Background: an optimization exercise with open tools, aiming at a short achievable clock period and few clock cycles. Do not read the settings as production practice. In this exercise RTL edits were held to simulation tests only and were not proved equivalent to the original. Power figures rest on the tool's default switching activity, not on a simulated workload.

**design.v**
```verilog
module alu (
  input [32-1:0] a, b, 
  input [2:0] s, 
  input ext,addcom,
  output [32-1:0] y );
  wire [4:0] shamt;
  wire signed [31:0] sa, sb, sy, slt;
  wire [31:0] sltu;
  wire [31:0] yy;
  assign sa = $signed(a);
  assign sb = $signed(b);
  assign shamt = b[4:0];
  assign sy = sa >>> shamt;
  assign sltu = a <b ? 1:0;
  assign slt = sa <sb ? 1:0;
  assign y = addcom ?  a+b: yy;
  assign yy = s==3'b000 & ext ? a-b:
  			 s==3'b000 & ~ext ? a+b:
             s==3'b100 ? a ^ b:
             s==3'b110 ? a | b:
             s==3'b111 ? a & b:
             s==3'b010 ? slt:
             s==3'b011 ? sltu:
             s==3'b001 ? a << shamt:
             s==3'b101 & ~ext ? a >> shamt:
             s==3'b101 & ext ? sy: 0;
endmodule
module rfile (
 input clk,
 input [5-1:0] a1, a2, a3,
 output [32-1:0] rd1, rd2,
 input [32-1:0] wd3,
 input we3);
	reg [32-1:0] rf[0:32-1];
	assign rd1 = |a1 == 0 ? 0: rf[a1];
	assign rd2 = |a2 == 0 ? 0: rf[a2];
	always @(negedge clk) 
		if(we3) rf[a3] <= wd3;
endmodule
module rv32i (
    input clk,
    rst_n,
    input [32-1:0] instr,
    input [32-1:0] readdata,
    output reg [32-1:0] pc,
    output [32-1:0] adrdata,
    output [32-1:0] writedata,
    output we,
    output ecall
);
  reg [32-1:0] pcplus4D;
  wire [32-1:0] pcplus4;
  reg [32-1:0] pcBranchMissed;
  reg [32-1:0] instrD;
  wire stall;
  wire btakenD;
  wire bra_op;
  assign pcplus4 = pc + 4;
  wire pre_bra_op;
  wire [32-1:0] pcbranch;
  wire branchMiss;
  reg [1:0] bra_history[0:31];
  wire [4:0] bra_history_address;
  reg [4:0] bra_history_addressD;
  wire [12:0] imm_bF;
  wire [2:0] funct3F;
  wire [6:0] funct7F;
  wire [7-1:0] opcodeF;
  wire [5-1:0] rs1F, rs2F, rdF;
  wire [19:0] sextF;
  assign {funct7F, rs2F, rs1F, funct3F, rdF, opcodeF} = instr;
  assign sextF = {20{instr[31]}};
  assign imm_bF = {funct7F[6], rdF[0], funct7F[5:0], rdF[4:1], 1'b0};
  assign pre_bra_op = (opcodeF == 7'b1100011);
  assign pcbranch = pcplus4 + {sextF[18:0], imm_bF};
  assign bra_history_address = pc[6:2];
  wire bra_history_now;
  assign bra_history_now = bra_history[bra_history_address][1];
  always @(posedge clk or negedge rst_n) begin
    if (!rst_n) instrD <= 0;
    else if (!stall & branchMiss & bra_op) instrD <= 32'b0000000000000000000000000_0110011;
    else if (!stall) instrD <= instr;
  end
  integer i;
  always @(posedge clk or negedge rst_n) begin
    if (!rst_n) begin
      pc <= 0;
      pcBranchMissed <= 0;
      bra_history_addressD <= 0;
    end else if (!stall & branchMiss & bra_op) pc <= pcBranchMissed;
    else if (!stall & pre_bra_op & bra_history_now) begin
      pc <= pcbranch;
      pcBranchMissed <= pcplus4;
      bra_history_addressD <= bra_history_address;
    end else if (!stall & pre_bra_op & !bra_history_now) begin
      pc <= pcplus4;
      pcBranchMissed <= pcbranch;
      bra_history_addressD <= bra_history_address;
    end else if (!stall & branchMiss & bra_op) pc <= pcBranchMissed;
    else if (!stall) pc <= pcplus4;
  end
  always @(posedge clk or negedge rst_n) begin
    if (!rst_n) begin
      for (i = 0; i < 32; i = i + 1) begin
        bra_history[i] <= 2'b10;
      end
    end else if (!stall & bra_op & btakenD & bra_history[bra_history_addressD] != 2'b11)
      bra_history[bra_history_addressD] <= bra_history[bra_history_addressD] + 1;
    else if (!stall & bra_op & !btakenD & bra_history[bra_history_addressD] != 2'b00)
      bra_history[bra_history_addressD] <= bra_history[bra_history_addressD] - 1;
  end
  wire addcom;
  wire [2:0] funct3;
  wire [6:0] funct7;
  wire [5-1:0] rs1, rs2, rd;
  wire [32-1:0] reg1, reg2, reg1f, reg2f;
  wire [7-1:0] opcode;
  wire [ 5-1:0] shamt;
  wire [7-1:0] func;
  wire [11:0] imm_i, imm_s;
  wire [12:0] imm_b;
  wire [20:0] imm_j, imm_u;
  wire rwe;
  wire alu_op, imm_op;
  wire sw_op, beq_op, bne_op, blt_op, bge_op, bltu_op, bgeu_op, lw_op;
  wire slt_op, ecall_op;
  wire lui_op;
  wire ext;
  wire signed [31:0] sreg1, sreg2;
  wire [19:0] sext;
  wire [32-1:0] imm;
  reg [32-1:0] immE, reg1E, reg2E;
  wire [32-1:0] resultdata;
  reg [5-1:0] rdE, rdW;
  reg [2:0] funct3E;
  reg extE, sw_opE, lw_opE, lw_opM, lui_opE, ecall_opE, rweE, rweM, addcomE;
  reg [5-1:0] rdM;
  reg rweW, alu_opE;
  reg [5-1:0] rs1E, rs2E;
  wire lwstall, branchstall;
  reg [32-1:0] resultM;
  assign sreg1 = $signed(reg1f);
  assign sreg2 = $signed(reg2f);
  assign {funct7, rs2, rs1, funct3, rd, opcode} = instrD;
  assign sext = {20{instrD[31]}};
  assign imm_i = {funct7, rs2};
  assign imm_s = {funct7, rd};
  assign imm_b = {funct7[6], rd[0], funct7[5:0], rd[4:1], 1'b0};
  assign imm_j = {instrD[31], instrD[19:12], instrD[20], instrD[30:21], 1'b0};
  assign imm_u = instrD[31:12];
  assign sw_op = (opcode == 7'b0100011) & (funct3 == 3'b010);
  assign lw_op = (opcode == 7'b0000011) & (funct3 == 3'b010);
  assign alu_op = (opcode == 7'b0110011);
  assign imm_op = (opcode == 7'b0010011);
  assign bra_op = (opcode == 7'b1100011);
  assign lui_op = (opcode == 7'b0110111);
  assign beq_op = bra_op & (funct3 == 3'b000);
  assign bne_op = bra_op & (funct3 == 3'b001);
  assign blt_op = bra_op & (funct3 == 3'b100);
  assign bge_op = bra_op & (funct3 == 3'b101);
  assign bltu_op = bra_op & (funct3 == 3'b110);
  assign bgeu_op = bra_op & (funct3 == 3'b111);
  assign ecall_op = (opcode == 7'b1110011) & (funct3 == 3'b000);
  assign ext = alu_op & funct7[5];
  assign imm = imm_op | lw_op ? {sext, imm_i}:
				sw_op ? {sext, imm_s}:
	      lui_op ? {imm_u,12'b0}: {sext[10:0], imm_j};
  assign rwe = lw_op | alu_op | imm_op | lui_op;
  assign addcom = (lw_op | sw_op);
  rfile rfile_1 (
      .clk(clk),
      .rd1(reg1),
      .a1 (rs1),
      .rd2(reg2),
      .a2 (rs2),
      .wd3(resultdata),
      .a3 (rdW),
      .we3(rweW)
  );
  assign lwstall = ((rs1 == rdE) | ((rs2 == rdE) & !imm_op)) & lw_opE;
  assign branchstall =  (bra_op & rweE & (rs1 == rdE | rs2 == rdE)) |
      (bra_op & lw_opM & (rs1 == rdM | rs2 == rdM));
  assign stall = lwstall | branchstall;
  assign branchMiss = btakenD != bra_history[bra_history_addressD][1];
  assign reg1f = (rs1 != 0) & (rs1 == rdM) & rweM ? resultM : reg1;
  assign reg2f = (rs2 != 0) & (rs2 == rdM) & rweM ? resultM : reg2;
  assign btakenD = beq_op & (reg1f == reg2f) | bne_op & (reg1f != reg2f) |
		blt_op & (sreg1<sreg2)  | bge_op & (sreg1>=sreg2)  |
		bltu_op & (reg1f<reg2f)  | bgeu_op & (reg1f>=reg2f);
  always @(posedge clk or negedge rst_n) begin
    if (!rst_n) begin
      reg1E <= 0;
      reg2E <= 0;
      rdE <= 0;
      rs1E <= 0;
      rs2E <= 0;
      funct3E <= 0;
      sw_opE <= 0;
      lw_opE <= 0;
      ecall_opE <= 0;
      lui_opE <= 0;
      alu_opE <= 0;
      rweE <= 0;
      addcomE <= 0;
      extE <= 0;
      immE <= 0;
    end else if (stall) begin
      sw_opE <= 0;
      rweE   <= 0;
      lw_opE <= 0;
    end else begin
      reg1E <= reg1f;
      reg2E <= reg2f;
      rdE <= rd;
      rs1E <= rs1;
      rs2E <= rs2;
      funct3E <= funct3;
      sw_opE <= sw_op;
      lw_opE <= lw_op;
      ecall_opE <= ecall_op;
      lui_opE <= lui_op;
      alu_opE <= alu_op;
      rweE <= rwe;
      addcomE <= addcom;
      extE <= ext;
      immE <= imm;
    end
  end
  wire [32-1:0] srca, srcb, alub, result, aluresult;
  reg [32-1:0] alubM;
  reg sw_opM, ecall_opM;
  wire [32-1:0] fdata;
  reg  [32-1:0] fdataW;
  assign result = lui_opE ? immE : aluresult;
  assign srca = rweM & rs1E!=0 & rdM == rs1E ? resultM:
				rweW & rs1E!=0 & rdW == rs1E ? fdataW: reg1E;
  assign srcb = alu_opE ? alub : immE;
  assign alub = rweM & rs2E!=0 & rdM == rs2E ? resultM:
				rweW & rs2E!=0 & rdW == rs2E ? fdataW: reg2E;
  alu alu_1 (
      .a(srca),
      .b(srcb),
      .s(funct3E),
      .ext(extE),
      .addcom(addcomE),
      .y(aluresult)
  );
  always @(posedge clk or negedge rst_n) begin
    if (!rst_n) begin
      resultM <= 0;
      alubM <= 0;
      rdM <= 0;
      rweM <= 0;
      sw_opM <= 0;
      lw_opM <= 0;
      ecall_opM <= 0;
    end else begin
      resultM <= result;
      alubM <= alub;
      rdM <= rdE;
      rweM <= rweE;
      sw_opM <= sw_opE;
      lw_opM <= lw_opE;
      ecall_opM <= ecall_opE;
    end
  end
  reg lw_opW, ecall_opW;
  reg [32-1:0] resultW;
  reg [32-1:0] readdataW;
  assign we = sw_opM;
  assign adrdata = resultM;
  assign writedata = alubM;
  assign fdata = lw_opM ? readdata : resultM;
  always @(posedge clk or negedge rst_n) begin
    if (!rst_n) begin
      lw_opW <= 0;
      ecall_opW <= 0;
      rdW <= 0;
      rweW <= 0;
      fdataW <= 0;
      resultW <= 0;
      readdataW <= 0;
    end else begin
      lw_opW <= lw_opM;
      ecall_opW <= ecall_opM;
      rdW <= rdM;
      rweW <= rweM;
      readdataW <= readdata;
      fdataW <= fdata;
      resultW <= resultM;
    end
  end
  assign ecall = ecall_opW;
  assign resultdata = lw_opW ? readdataW : resultW;
endmodule
```
**run.sh**
```bash
#!/bin/bash
# synth_recipe.tcl (not shown) runs the flow's synth.tcl, then flattens the netlist and writes it again
# the make line also repeats each setting of config.mk as NAME=value (left out here)
make -C /OpenROAD-flow-scripts/flow DESIGN_CONFIG=/design/flow/config.mk WORK_HOME=/design/flow/orfs CLKGATE_MAP_FILE= SYNTH_SCRIPT=/design/flow/synth_recipe.tcl finish
```
**config.mk**
```make
export PLATFORM = sky130hd
export DESIGN_NAME = rv32i
export DESIGN_NICKNAME = rv32i
export VERILOG_FILES = /design/flow/design.v
export SDC_FILE = /design/flow/constraint.sdc
export NUM_CORES = 4
export LEC_CHECK = 0
export CAP_MARGIN = 40
export CORE_MARGIN = 2
export CORE_UTILIZATION = 40
export SLEW_MARGIN = 40
```
**constraint.sdc**
```tcl
create_clock -name core_clock -period 11.5 [get_ports {clk}]
set_input_delay 2.3000 -clock core_clock [delete_from_list [all_inputs] [get_ports {clk}]]
set_output_delay 2.3000 -clock core_clock [all_outputs]
set_load 0.01 [all_outputs]
```
==> results.yml <==
power_and_ir_drop:
  p_leak_nw: 38.8
  clockPowerShare_pct: 41.8
  seqPwrFrac_pct: 38.2
  combPwrFrac_pct: 20.0
  intPower_mw: 11.2
  max-vdd-ir-drop_uv: 170
  p_sw_share_pct: 33.9
  pwr_density_cell_mw_per_mm2: 173
  power_switching_mw: 5.75
synth:
  ys_ff_latch: 1488
  async_reset_ff_share_pct: 31.2
  synthFlopType: "edfxtp_1"
  netlist_area_mm2: 0.0815
  yosys_warnings: 3
  synth_enable_flop_cells: 1024
  yosysUniqueCellTypes: 95
  netlist_instances: 6193
  postSynthAreaPerCell_um2: 13.2
  synth-seq-area-share_pct: 52.0
  synth_nets: 6428
worst_setup_path:
  critPathCaptureType: "register"
  setup.worst_path.start_class: "register"
  cp_num_buf_inv: 2
  slowest_stage: "mux4_2"
  reg2reg_setup_slack_ns: 0.22
  worstReg2RegStart: "rfile_1.rf[31][13]"
  cp-startpoint: "rfile_1.rf[31][13]"
  path_depth: 17
  max_stage_delay_ns: 0.51
  crit_required_ns: 12.21
  reg2regPathDepth: 17
  cp_top_family: "multiplexers"
  worstSetupEndpoint: "bra_history[13][0]"
  cp.arrival_ns: 12.00
  cp_cell_sequence: "mux4_2 > mux4_2 > a21oi_1 > a211oi_1 > ha_1 > nand4_1 > nor2_1 > o211ai_1 > a41oi_2 > a211oi_1 > a2111o_1 > nor2_4 > buf_4 > mux2_2 > nor4_2 > buf_4 > mux2_2"
  r2r_end: "bra_history[13][0]"
  cp_max_fo: 8
  critical_path_class: "register to register"
detailed_routing:
  drtIter0Drc: 7658
  wirelength_um: 310000
  first_pass_iters: 6
  vias_per_cell: 6.22
  ant_nets: 0
  wire_per_inst_um: 30.5
  post-route-drc-count: 0
  vias: 63300
sta:
  tightest_slew_ns: 1.04
  finalHoldViolCount: 0
  tns_ns: 0
  max_slew_margin_pct: 30.1
  finalSetupViolCount: 0
  final.setup_skew_ns: 0.0912
  slew_violations: 0
  rsz0062_at_grt: "true"
  setup_ws_ns: 0.217
global_route:
  grt_pass1_vias: 64100
  grt_pass1_wl_um: 443000
  grt-ovfl-total: 0
  grt_usage_pct: 29.6
  antenna_found_initial: 12
  grt_max_degree: 190
place:
  gp_congestion: 1.04
  dp_slack_ns: -0.00548
  dp_hpwl_um: 206000
  dp_cells: 8815
  io_buffers: 163
clock_tree:
  cts_buffer_depth: 3
  clock-sinks: 1488
  clock-root-buffer: "clkbuf_16"
  cts_made_buffers: 170
  worstSkewPairLatency_ns: 0.85
  clk_pin_slew_ns: 0.05
  postCtsHoldBufs: 0
  cts_tree: "done"
  cts_htree_levels: 4
die:
  die_width_um: 455
  dieArea_mm2: 0.207
  initial_core_util_pct: 40.3
  fp.dieH_um: 455
  rows: 165
  core-area_mm2: 0.202
  ios: 164
flow_run:
  drv_cap: 0
cells_and_area:
  drive_above_1_share_pct: 20.5
  final_cell_mix: "inv_1, edfxtp_1, mux4_2"
  final_cell_count_no_fill: 10200
  nNetsFinal: 7582
  areaGrowthSynthToFinish_pct: 19.9
  final_common_cell: "inv_1"
outcome:
  outcome: "finished clean"
hold_path:
  min_path_type: "register to register"
-- metrics by stage --
stage,area (um2),total power [mW],hold WS (ns),util (%)
6_report,97700,16.9,0.347,48.3
5_1_grt,97700,17.8,0.356,48.3
4_1_cts,97500,17.0,0.349,48.2
3_5_place_dp,87800,10.4,0.335,43.4
3_3_place_gp,86900,10.3,0.334,43.0
2_1_floorplan,81500,8.99,0.331,-
-- cells in the mapped netlist (all sizes together), types with 16 or more instances --
cell	count	area, um2
o31a	16	140
or3	18	113
or2	25	156
nand2b	25	156
and3	26	163
dfstp	32	841
nor4	21	144
nor3	142	731
a21o	32	240
clkbuf	357	1340
mux4	624	14100
buf	118	518
o21ai	324	1620
and2	16	100
mux2i	192	1920
nand3b	18	135
a21oi	281	1410
nand4	80	500
a211o	17	149
a22oi	22	165
inv	149	559
o32ai	30	270
nor2b	51	319
a31oi	95	601
o21a	21	158
xnor2	90	788
a311oi	16	140
o22ai	30	188
xor2	41	359
nor2	318	1210
nand3	117	586
dfrtp	432	10800
mux2	181	2040
o31ai	83	628
o211ai	66	500
a221oi	21	196
ha	166	2080
o221ai	17	149
edfxtp	1024	30700
a211oi	87	653
nand2	582	2180
-- area by class of cell --
type	instances	area [um2]
fill	17900	105000
tap	2672	3340
timing repair buffer	434	4440
inverter	151	568
clock buffer	188	4460
multi-input combinational	4078	37200
antenna	6	15.0
sequential	1488	42400
clock inverter	1151	5240
-- how the worst min path moves through the flow --
stage	startpoint	to	slack, ns	depth (start not counted)
finish	sw_opE	sw_opM	0.35	0
global route	ecall_opM	ecall_opW	0.36	0
CTS	sw_opE	sw_opM	0.35	0
detailed placement	sw_opE	sw_opM	0.33	0
global placement	sw_opE	sw_opM	0.33	0
floorplan	ecall_opM	ecall_opW	0.33	0
-- state kept, by name (all words and copies together), names as in the netlist, 32 cells and up --
register        cells
immE               32
pcBranchMissed     32
alubM              32
pc                 32
reg1E              32
fdataW             32
rfile_1.rf       1024
resultM            32
bra_history        64
resultW            32
instrD             32
readdataW          32
reg2E              32
-- power groups by stage --
| stage | registers (mW) | logic, mW | clock network (mW) |
|---|---|---|---|
| CTS | 6.47 | 3.32 | 7.25 |
| global placement | 6.55 | 3.26 | 0.527 |
| detailed placement | 6.55 | 3.30 | 0.527 |
| global route | 6.48 | 3.63 | 7.72 |
| floorplan | 6.39 | 2.08 | 0.527 |
| finish | 6.47 | 3.39 | 7.08 |
-- cell families after synthesis --
kind of cell,Yosys count,share of synthesized area (%)
XOR/XNOR,131,1.41
AO/OA/AOI/OAI,1303,10.4
adder cells (fa/ha/maj),169,2.62
multiplexers,997,22.1
buffers and inverters,627,2.98
flip-flops,1488,52.0
AND/OR/NAND/NOR,1478,8.39
-- routing by layer --
layer	vias to the layer above	GRT usage [%]	part of all wire, %
li1	26700	-	-
met5	-	0	0.013
met2	3618	46.4	47
met3	644	7.49	9.5
met4	6	16.0	5.4
met1	32300	37.8	38
-- what timing repair did --
item / 4_1_cts / 5_1_grt
gates cloned: 0 / 0
gates resized for setup: 1 / 6
endpoints found under the setup margin: 1 / 93
pin swaps: 0 / 2
setup buffers: 0 / 0
hold endpoints to repair: 0 / 0
Testbench counts, summed over its fixed seeds: cycles 262,103.
